This design comes from an exercise in tuning for small area, a short achievable clock period and few clock cycles per item on the open sky130 flow, not from production work.
At most, simulation tests tie the RTL to the original design; equivalence was not proved.
Power and IR drop assume default switching activity.

==> flow/design.v (excerpt) <==
module minisys_ex(
  input clock,
  input reset,
  input [31:0] instr,
  input [31:0] opcplus4,
  input [31:0] rs_value,
  input [31:0] rt_value,
  input [1:0] fwd_a_sel,
  input [1:0] fwd_b_sel,
  input [31:0] mem_result,
  input [31:0] wb_data,
  output stall,
  output [31:0] alu_result,
  output zero,
  output overflow,
  output div_zero,
  output [4:0] waddr,
  output [31:0] rt_data
);
Size: about 3400 cells after synthesis, ~110 flip-flops.
clock: 14.0 ns
lec_check: 0
cap_margin: 40
core_margin: 2
core_utilization: 40
setup_slack_margin: 4
slew_margin: 45
standard.sh (not shown) runs the stock make flow with config.mk's settings and CLKGATE_MAP_FILE= SYNTH_SCRIPT=/design/flow/synth_recipe.tcl, a recipe that flattens the netlist after the stock synthesis.
==> flow/flow/run.sh <==
#!/bin/bash
set -euo pipefail
export BUFFER_PORTS_ARGS="-buffer_cell sky130_fd_sc_hd__buf_2"
bash standard.sh finish > standard_make.log 2>&1
Testbench counts at the start, summed over its fixed seeds: cycles 20,197, instructions 12,000.
Next try:
--- a/flow/design.v
+++ b/flow/design.v
@@ -1,14 +1,13 @@
 module skadd #(parameter N = 32) (
   input [N-1:0] a,
   input [N-1:0] b,
   input ci,
   output [N-1:0] s,
-  output [N-1:0] cy,
   output co
 );
   localparam M = N + 1;
   localparam LV = (M <= 2) ? 1 : (M <= 4) ? 2 : (M <= 8) ? 3 : (M <= 16) ? 4 : (M <= 32) ? 5 : (M <= 64) ? 6 : 7;
   wire [M-1:0] g [0:LV];
   wire [M-1:0] p [0:LV];
   assign g[0] = {a & b, ci};
   assign p[0] = {a ^ b, 1'b0};
@@ -23,17 +22,16 @@
         end else begin : ps
           assign g[l+1][i] = g[l][i];
           assign p[l+1][i] = p[l][i];
         end
       end
     end
   endgenerate
   assign s = p[0][N:1] ^ g[LV][N-1:0];
-  assign cy = g[LV][N-1:0];
   assign co = g[LV][N];
 endmodule
 module inc32(
   input [31:0] x,
   input ci,
   output [31:0] y
 );
   wire [8:0] bc;
@@ -101,38 +99,37 @@
   wire [2:0] ctl = aluop1 ? exe_lo : (br ? 3'b010 : 3'b000);
   wire [31:0] a = (fwd_a_sel == 2'b00) ? rs_value : (fwd_a_sel == 2'b01) ? mem_result : wb_data;
   wire [31:0] bf = (fwd_b_sel == 2'b00) ? rt_value : (fwd_b_sel == 2'b01) ? mem_result : wb_data;
   wire [31:0] imm = {{16{instr[15] & ~zext}}, instr[15:0]};
   wire [31:0] b = alusrc ? imm : bf;
   assign rt_data = bf;
   wire sub = ctl[1];
   wire sgn = ~ctl[0];
-  wire [31:0] sadd;
-  wire [31:0] cadd;
-  wire coadd;
-  skadd #(32) alu_add(.a(a), .b(b), .ci(1'b0), .s(sadd), .cy(cadd), .co(coadd));
-  wire [32:0] ssub;
-  wire [32:0] csub;
-  wire cosub;
-  skadd #(33) alu_sub(.a({sgn & a[31], a}), .b(~{sgn & b[31], b}), .ci(1'b1), .s(ssub), .cy(csub), .co(cosub));
+  wire [32:0] xa = {sgn & a[31], a};
+  wire [32:0] xb = {sgn & b[31], b} ^ {33{sub}};
+  wire [32:0] sum;
+  wire sum_co;
+  skadd #(33) alu_add(.a(xa), .b(xb), .ci(sub), .s(sum), .co(sum_co));
   reg [31:0] lg;
   always @* begin
     case (ctl[1:0])
       2'b00: lg = a & b;
       2'b01: lg = a | b;
       2'b10: lg = a ^ b;
       default: lg = ~(a | b);
     endcase
   end
-  wire zero_add = ((a ^ b) == {a[30:0] | b[30:0], 1'b0});
-  wire zero_sub = (a == b);
-  assign zero = ctl[2] ? (lg == 32'd0) : (sub ? zero_sub : zero_add);
-  assign overflow = (ctl == 3'b000) ? ((a[31] == b[31]) & (a[31] != cadd[31])) :
-                    (ctl == 3'b010) ? ((a[31] != b[31]) & (b[31] != csub[31])) : 1'b0;
+  wire [31:0] res = ctl[2] ? lg : sum[31:0];
+  wire [31:0] hs = xa[31:0] ^ xb[31:0];
+  wire [31:0] need = {xa[30:0] | xb[30:0], sub};
+  wire zero_as = (hs == need);
+  assign zero = ctl[2] ? (lg == 32'd0) : zero_as;
+  assign overflow = (ctl == 3'b000) ? ((a[31] == b[31]) & (a[31] != sum[31])) :
+                    (ctl == 3'b010) ? ((a[31] != b[31]) & (b[31] != sum[31])) : 1'b0;
   wire v11 = (fn[1:0] == 2'b01);                  
   wire [4:0] amt = v11 ? 5'd0 : (fn[2] ? a[4:0] : instr[10:6]);
   wire big = fn[2] & ~v11 & (|a[31:5]);
   wire left = ~fn[1];
   wire fill = fn[1] & fn[0] & bf[31];
   reg [31:0] brev, srev;
   integer i;
   always @* for (i = 0; i < 32; i = i + 1) brev[i] = bf[31 - i];
@@ -268,17 +265,12 @@
   wire s_lo = mflo;
   wire s_lui = ifmt & (op[2:0] == 3'b111);
   wire s_shl = sft & left & ~big;
   wire s_shr = sft & ~left & ~big;
   wire s_fill = sft & ~left & big & fill;
   wire s_slt = slt & ~sft & ~mflo;
   wire s_pc = jal | jalr;
   wire s_res = ~(s_hi | s_lo | s_lui | sft | s_slt | s_pc);
-  wire s_add = s_res & ~ctl[2] & ~sub;
-  wire s_sub = s_res & ~ctl[2] & sub;
-  wire s_lg = s_res & ctl[2];
-  wire [31:0] early = ({32{s_hi}} & hi) | ({32{s_lo}} & lo) | ({32{s_lui}} & {instr[15:0], 16'd0}) |
+  assign alu_result = ({32{s_hi}} & hi) | ({32{s_lo}} & lo) | ({32{s_lui}} & {instr[15:0], 16'd0}) |
                       ({32{s_shl}} & srev) | ({32{s_shr}} & s5) | {32{s_fill}} |
-                      ({32{s_pc}} & opcplus4) | ({32{s_lg}} & lg);
-  assign alu_result = early | ({32{s_add}} & sadd) | ({32{s_sub}} & ssub[31:0]) |
-                      {31'd0, s_slt & ssub[32]};
+                      {31'd0, s_slt & sum[32]} | ({32{s_pc}} & opcplus4) | ({32{s_res}} & res);
 endmodule
Result: Power decreases by a little under a tenth. Worst hold slack gets better by 0.026 ns. Via count is lower slightly. Die area went down slightly. Synthesized area goes down slightly. Clock power is lower by a few percent. Critical path depth came out higher by 12.
No functional check of the RTL was part of the second run of this note.

---

Setup of raven:
The RTL this note starts from:
==> flow/design.v <==
module skadd #(parameter N = 32) (
  input [N-1:0] a,
  input [N-1:0] b,
  input ci,
  output [N-1:0] s,
  output co
);
  localparam M = N + 1;
  localparam LV = (M <= 2) ? 1 : (M <= 4) ? 2 : (M <= 8) ? 3 : (M <= 16) ? 4 : (M <= 32) ? 5 : (M <= 64) ? 6 : 7;
  wire [M-1:0] g [0:LV];
  wire [M-1:0] p [0:LV];
  assign g[0] = {a & b, ci};
  assign p[0] = {a ^ b, 1'b0};
  genvar l, i;
  generate
    for (l = 0; l < LV; l = l + 1) begin : lv
      for (i = 0; i < M; i = i + 1) begin : bt
        if ((i >> l) & 1) begin : nd
          localparam integer J = ((i >> l) << l) - 1;
          assign g[l+1][i] = g[l][i] | (p[l][i] & g[l][J]);
          assign p[l+1][i] = p[l][i] & p[l][J];
        end else begin : ps
          assign g[l+1][i] = g[l][i];
          assign p[l+1][i] = p[l][i];
        end
      end
    end
  endgenerate
  assign s = p[0][N:1] ^ g[LV][N-1:0];
  assign co = g[LV][N];
endmodule
module inc32(
  input [31:0] x,
  input ci,
  output [31:0] y
);
  wire [8:0] bc;
  assign bc[0] = ci;
  genvar k;
  generate
    for (k = 0; k < 8; k = k + 1) begin : blk
      wire [3:0] xs = x[4*k+3:4*k];
      assign bc[k+1] = bc[k] & (&xs);
      assign y[4*k]   = xs[0] ^ bc[k];
      assign y[4*k+1] = xs[1] ^ (bc[k] & xs[0]);
      assign y[4*k+2] = xs[2] ^ (bc[k] & xs[0] & xs[1]);
      assign y[4*k+3] = xs[3] ^ (bc[k] & xs[0] & xs[1] & xs[2]);
    end
  endgenerate
endmodule
`timescale 1ns / 1ps
module minisys_ex(
  input clock,
  input reset,
  input [31:0] instr,
  input [31:0] opcplus4,
  input [31:0] rs_value,
  input [31:0] rt_value,
  input [1:0] fwd_a_sel,
  input [1:0] fwd_b_sel,
  input [31:0] mem_result,
  input [31:0] wb_data,
  output stall,
  output [31:0] alu_result,
  output zero,
  output overflow,
  output div_zero,
  output [4:0] waddr,
  output [31:0] rt_data
);
  wire [5:0] op = instr[31:26];
  wire [5:0] fn = instr[5:0];
  wire [4:0] rt = instr[20:16];
  wire op0   = (op == 6'h00);
  wire rfmt  = op0 | (op == 6'h10);
  wire ifmt  = (op[5:3] == 3'b001);
  wire lfmt  = (op[5:3] == 3'b100);
  wire sfmt  = (op[5:3] == 3'b101);
  wire br    = (op == 6'h04) | (op == 6'h05) |
               ((op == 6'h01) & ((rt == 5'd0) | (rt == 5'd1) | (rt == 5'd17))) |
               (((op == 6'h07) | (op == 6'h06)) & (rt == 5'd0));
  wire aluop1 = rfmt | ifmt;
  wire alusrc = ifmt | lfmt | sfmt;
  wire jal   = (op == 6'h03);
  wire jalr  = op0 & (fn == 6'h09);
  wire mfhi  = op0 & (fn == 6'h10);
  wire mflo  = op0 & (fn == 6'h12);
  wire mthi  = op0 & (fn == 6'h11);
  wire mtlo  = op0 & (fn == 6'h13);
  wire mfc0  = (op == 6'h10) & (fn[5:3] == 3'b000);
  wire sft   = op0 & (fn[5:3] == 3'b000);
  wire mdop  = op0 & (fn[5:2] == 4'b0110);
  wire isdiv = fn[1];
  wire mdsgn = ~fn[0];
  wire usehl = op0 & (fn[5:4] == 2'b01) & ~fn[2];
  wire zext  = (op == 6'h0c) | (op == 6'h0d) | (op == 6'h0e) | (op == 6'h0b);
  assign waddr = (rfmt & ~mfc0) ? instr[15:11] : instr[20:16];
  wire [2:0] exe_lo = ifmt ? op[2:0] : fn[2:0];
  wire [2:0] ctl = aluop1 ? exe_lo : (br ? 3'b010 : 3'b000);
  wire [31:0] a = (fwd_a_sel == 2'b00) ? rs_value : (fwd_a_sel == 2'b01) ? mem_result : wb_data;
  wire [31:0] bf = (fwd_b_sel == 2'b00) ? rt_value : (fwd_b_sel == 2'b01) ? mem_result : wb_data;
  wire [31:0] imm = {{16{instr[15] & ~zext}}, instr[15:0]};
  wire [31:0] b = alusrc ? imm : bf;
  assign rt_data = bf;
  wire sub = ctl[1];
  wire sgn = ~ctl[0];
  wire [32:0] xa = {sgn & a[31], a};
  wire [32:0] xb = {sgn & b[31], b} ^ {33{sub}};
  wire [32:0] sum;
  wire sum_co;
  skadd #(33) alu_add(.a(xa), .b(xb), .ci(sub), .s(sum), .co(sum_co));
  reg [31:0] lg;
  always @* begin
    case (ctl[1:0])
      2'b00: lg = a & b;
      2'b01: lg = a | b;
      2'b10: lg = a ^ b;
      default: lg = ~(a | b);
    endcase
  end
  wire [31:0] res = ctl[2] ? lg : sum[31:0];
  wire [31:0] hs = xa[31:0] ^ xb[31:0];
  wire [31:0] need = {xa[30:0] | xb[30:0], sub};
  wire zero_as = (hs == need);
  assign zero = ctl[2] ? (lg == 32'd0) : zero_as;
  assign overflow = (ctl == 3'b000) ? ((a[31] == b[31]) & (a[31] != sum[31])) :
                    (ctl == 3'b010) ? ((a[31] != b[31]) & (b[31] != sum[31])) : 1'b0;
  wire v11 = (fn[1:0] == 2'b01);                  
  wire [4:0] amt = v11 ? 5'd0 : (fn[2] ? a[4:0] : instr[10:6]);
  wire big = fn[2] & ~v11 & (|a[31:5]);
  wire left = ~fn[1];
  wire fill = fn[1] & fn[0] & bf[31];
  reg [31:0] brev, srev;
  integer i;
  always @* for (i = 0; i < 32; i = i + 1) brev[i] = bf[31 - i];
  wire [31:0] s0 = left ? brev : bf;
  wire [31:0] s1 = amt[0] ? {fill, s0[31:1]} : s0;
  wire [31:0] s2 = amt[1] ? {{2{fill}}, s1[31:2]} : s1;
  wire [31:0] s3 = amt[2] ? {{4{fill}}, s2[31:4]} : s2;
  wire [31:0] s4 = amt[3] ? {{8{fill}}, s3[31:8]} : s3;
  wire [31:0] s5 = amt[4] ? {{16{fill}}, s4[31:16]} : s4;
  always @* for (i = 0; i < 32; i = i + 1) srev[i] = s5[31 - i];
  function [36:0] skf;
    input [35:0] x;
    input [35:0] y;
    input ci;
    reg [36:0] g, p, gn, pn;
    integer l, k, j;
    begin
      g = {x & y, ci};
      p = {x ^ y, 1'b0};
      for (l = 0; l < 6; l = l + 1) begin
        gn = g; pn = p;
        for (k = 0; k < 37; k = k + 1)
          if ((k >> l) & 1) begin
            j = ((k >> l) << l) - 1;
            gn[k] = g[k] | (p[k] & g[j]);
            pn[k] = p[k] & p[j];
          end
        g = gn; p = pn;
      end
      skf = {g[36], (x ^ y) ^ g[35:0]};
    end
  endfunction
  reg [31:0] hi, lo, m;
  reg [4:0] cnt;
  reg dtop, dv, msg, sbr, fq, fr, div0, bprev, mfix;
  wire stepping = (cnt != 5'd0);
  wire fixing = fq | fr;
  wire busy = stepping | fixing;
  wire bz = (bf == 32'd0);
  wire sa = mdsgn & a[31];
  wire sb = mdsgn & bf[31];
  wire issue = mdop & ~busy & ~(isdiv & bz);
  wire fixc = ~stepping & fixing;
  assign stall = busy & usehl;
  assign div_zero = (mdop & isdiv) ? bz : div0;
  wire [31:0] nx = fixc ? (fq ? hi : lo) : a;
  wire ns = fixc | (mdop & isdiv & sa);
  wire [31:0] nu;
  inc32 neg_inc(.x(nx ^ {32{ns}}), .ci(ns), .y(nu));
  wire corr = mfix & (cnt == 5'd1);
  wire [3:0] mb = lo[3:0] & {4{~corr}};
  wire [33:0] mx = {{2{msg & m[31]}}, m};
  wire [2:0] bd0 = {mb[1], mb[0], bprev};
  wire [2:0] bd1 = {mb[3], mb[2], mb[1]};
  wire one0 = bd0[1] ^ bd0[0];
  wire two0 = (bd0 == 3'b100) | (bd0 == 3'b011);
  wire one1 = bd1[1] ^ bd1[0];
  wire two1 = (bd1 == 3'b100) | (bd1 == 3'b011);
  wire [33:0] pp0 = (({34{one0}} & mx) | ({34{two0}} & {mx[32:0], 1'b0})) ^ {34{bd0[2]}};
  wire [33:0] pp1 = (({34{one1}} & mx) | ({34{two1}} & {mx[32:0], 1'b0})) ^ {34{bd1[2]}};
  wire [35:0] x0 = {{4{hi[31]}}, hi};
  wire [35:0] x1 = {{2{pp0[33]}}, pp0};
  wire [35:0] x2 = {pp1, bd1[2], bd1[2]};
  wire [35:0] sv = x0 ^ x1 ^ x2;
  wire [35:0] cv = (x0 & x1) | (x0 & x2) | (x1 & x2);
  wire [36:0] maccf = skf(sv, {cv[34:0], bd1[2]}, bd0[2]);
  wire [35:0] macc = maccf[35:0];
  wire [31:0] mhi = corr ? macc[31:0] : macc[35:4];
  wire [31:0] mlo = corr ? lo : {macc[3:0], lo[31:4]};
  wire [32:0] me = sbr ? {1'b1, m} : ~{1'b0, m};
  wire [32:0] w1 = {lo, dtop};
  wire [36:0] f1 = skf({3'b000, w1}, {3'b000, me}, ~sbr);
  wire [32:0] t1 = f1[32:0];
  wire c1 = f1[33];
  wire [31:0] r1 = c1 ? t1[31:0] : w1[31:0];
  wire [32:0] w2 = {r1, hi[31]};
  wire [36:0] f2 = skf({3'b000, w2}, {3'b000, me}, ~sbr);
  wire [32:0] t2 = f2[32:0];
  wire c2 = f2[33];
  wire [31:0] r2 = c2 ? t2[31:0] : w2[31:0];
  wire [32:0] w3 = {r2, hi[30]};
  wire [36:0] f3 = skf({3'b000, w3}, {3'b000, me}, ~sbr);
  wire [32:0] t3 = f3[32:0];
  wire c3 = f3[33];
  wire [31:0] r3 = c3 ? t3[31:0] : w3[31:0];
  always @(posedge clock) begin
    if (reset) begin
      hi <= 32'd0; lo <= 32'd0; cnt <= 5'd0; fq <= 1'b0; fr <= 1'b0; div0 <= 1'b0;
    end else begin
      if (mdop & isdiv) div0 <= bz;
      if (stepping) begin
        cnt <= cnt - 5'd1;
        if (dv) begin
          dtop <= hi[29];
          hi <= {hi[28:0], c1, c2, c3};
          lo <= r3;
        end else begin
          hi <= mhi;
          lo <= mlo;
          bprev <= mb[3] | (bprev & corr);
        end
      end else if (fixing) begin
        if (fq) begin hi <= nu; fq <= 1'b0; end
        else begin lo <= nu; fr <= 1'b0; end
      end else if (issue) begin
        m <= bf;
        dv <= isdiv;
        msg <= ~isdiv & mdsgn;
        sbr <= isdiv & sb;
        bprev <= 1'b0;
        mfix <= ~isdiv & ~mdsgn & a[31];
        if (isdiv) begin
          cnt <= 5'd11;
          dtop <= 1'b0;
          hi <= nu;
          lo <= 32'd0;
          fq <= sa ^ sb;
          fr <= sa;
        end else begin
          cnt <= (~mdsgn & a[31]) ? 5'd9 : 5'd8;
          hi <= 32'd0;
          lo <= nu;
        end
      end else if (mthi) begin
        hi <= nu;
      end else if (mtlo) begin
        lo <= nu;
      end
    end
  end
  wire slt = (ctl[2:1] == 2'b01) & aluop1 & ~(~ifmt & (fn[5:3] == 3'b100));
  wire s_hi = mfhi;
  wire s_lo = mflo;
  wire s_lui = ifmt & (op[2:0] == 3'b111);
  wire s_shl = sft & left & ~big;
  wire s_shr = sft & ~left & ~big;
  wire s_fill = sft & ~left & big & fill;
  wire s_slt = slt & ~sft & ~mflo;
  wire s_pc = jal | jalr;
  wire s_res = ~(s_hi | s_lo | s_lui | sft | s_slt | s_pc);
  assign alu_result = ({32{s_hi}} & hi) | ({32{s_lo}} & lo) | ({32{s_lui}} & {instr[15:0], 16'd0}) |
                      ({32{s_shl}} & srev) | ({32{s_shr}} & s5) | {32{s_fill}} |
                      {31'd0, s_slt & sum[32]} | ({32{s_pc}} & opcplus4) | ({32{s_res}} & res);
endmodule
Settings: LEC_CHECK=0, CAP_MARGIN=40, CORE_MARGIN=2, CORE_UTILIZATION=40, SETUP_SLACK_MARGIN=4, SLEW_MARGIN=45, SYNTH_HIERARCHICAL=1; clock period 14.0 ns.
Scripts as last shown in full above: flow/flow/run.sh
Input changes introduced in zinc (baseline for comparison: raven):
-- flow/design.v --
<<< raven, line 4
  input ci,
  output [N-1:0] s,
  output co
);
>>> zinc, line 4
  input ci,
  output [N-1:0] s,
  output [N-1:0] cy,
  output co
);
<<< raven, line 28
  endgenerate
  assign s = p[0][N:1] ^ g[LV][N-1:0];
  assign co = g[LV][N];
endmodule
>>> zinc, line 29
  endgenerate
  assign s = p[0][N:1] ^ g[LV][N-1:0];
  assign cy = g[LV][N-1:0];
  assign co = g[LV][N];
endmodule
<<< raven, line 108
  wire [32:0] xb = {sgn & b[31], b} ^ {33{sub}};
  wire [32:0] sum;
  wire sum_co;
  skadd #(33) alu_add(.a(xa), .b(xb), .ci(sub), .s(sum), .co(sum_co));
  reg [31:0] lg;
  always @* begin
>>> zinc, line 110
  wire [32:0] xb = {sgn & b[31], b} ^ {33{sub}};
  wire [32:0] sum;
  wire [32:0] cy;
  wire sum_co;
  skadd #(33) alu_add(.a(xa), .b(xb), .ci(sub), .s(sum), .cy(cy), .co(sum_co));
  reg [31:0] lg;
  always @* begin
<<< raven, line 124
  wire zero_as = (hs == need);
  assign zero = ctl[2] ? (lg == 32'd0) : zero_as;
  assign overflow = (ctl == 3'b000) ? ((a[31] == b[31]) & (a[31] != sum[31])) :
                    (ctl == 3'b010) ? ((a[31] != b[31]) & (b[31] != sum[31])) : 1'b0;
  wire v11 = (fn[1:0] == 2'b01);                  
  wire [4:0] amt = v11 ? 5'd0 : (fn[2] ? a[4:0] : instr[10:6]);
>>> zinc, line 127
  wire zero_as = (hs == need);
  assign zero = ctl[2] ? (lg == 32'd0) : zero_as;
  assign overflow = (ctl == 3'b000) ? ((a[31] == b[31]) & (a[31] != cy[31])) :
                    (ctl == 3'b010) ? ((a[31] != b[31]) & (b[31] != cy[31])) : 1'b0;
  wire v11 = (fn[1:0] == 2'b01);                  
  wire [4:0] amt = v11 ? 5'd0 : (fn[2] ? a[4:0] : instr[10:6]);
Results
- Compared with raven, zinc shows a number of non-filler instances in the completed layout that is 24 higher.
- Fraction of standard cell area that is sequential essentially unchanged between raven and zinc.
- The power in the clock group on zinc is in line with that on raven.
- raven → zinc: internal portion of total power level; effective utilization at floorplan moved up; power of the combinational group moved down.
- Worst setup path startpoint = instr[30]: raven; worst setup path startpoint = instr[29]: zinc
- Relative to raven, post-synthesis area per instance has gone up in zinc.
- Compared with raven, zinc shows a source-to-sink clock delay at the later pin of the worst-skew pair that is 0.02 ns higher.
- [compare] base=raven new=zinc: signal arrival time at the worst endpoint saw an increase, layout inverter count without the clock tree saw an increase, utilization saw an increase, power consumption saw a decrease.
Testbench counts of zinc, summed over its fixed seeds: cycles 20,197, instructions 12,000.
For raven, only the layout was checked, not whether the RTL still works.

[separate check: timing with driven ports]
In the flow no input, the clock included, has a driving cell. The finished layouts below were timed again as built, in two steps.
Step 1 assumes that a clkbuf_16 drives the clock port and a buf_2 every other input.
Step 2 adds t to the input delays and takes it off the output delays; t is the mean of the earliest and latest rising clock arrival at the registers after step 1. Input paths then give back, and output paths get back, about the clock's delay inside the block.
a / b / c = no drivers / after step 1 / after step 2; a / b = the first two.
| run | t, ns | setup WS [ns] | pins driven straight from the clock port |
|---|---|---|---|
| the first run of note 1 | 0.450 | 3.978 / 3.885 / 3.885 | 1 |
| the second run of note 1 | 0.440 | 3.397 / 3.296 / 3.296 | 1 |
| raven | 0.429 | 3.867 / 3.842 / 3.842 | 1 |
| zinc | 0.455 | 3.110 / 3.040 / 3.040 | 1 |
After both steps setup and hold are still met in every run listed. The setup slack of the second run of note 1, which loses most, moves by -0.101 ns with the drivers and by -0.101 ns with both steps.
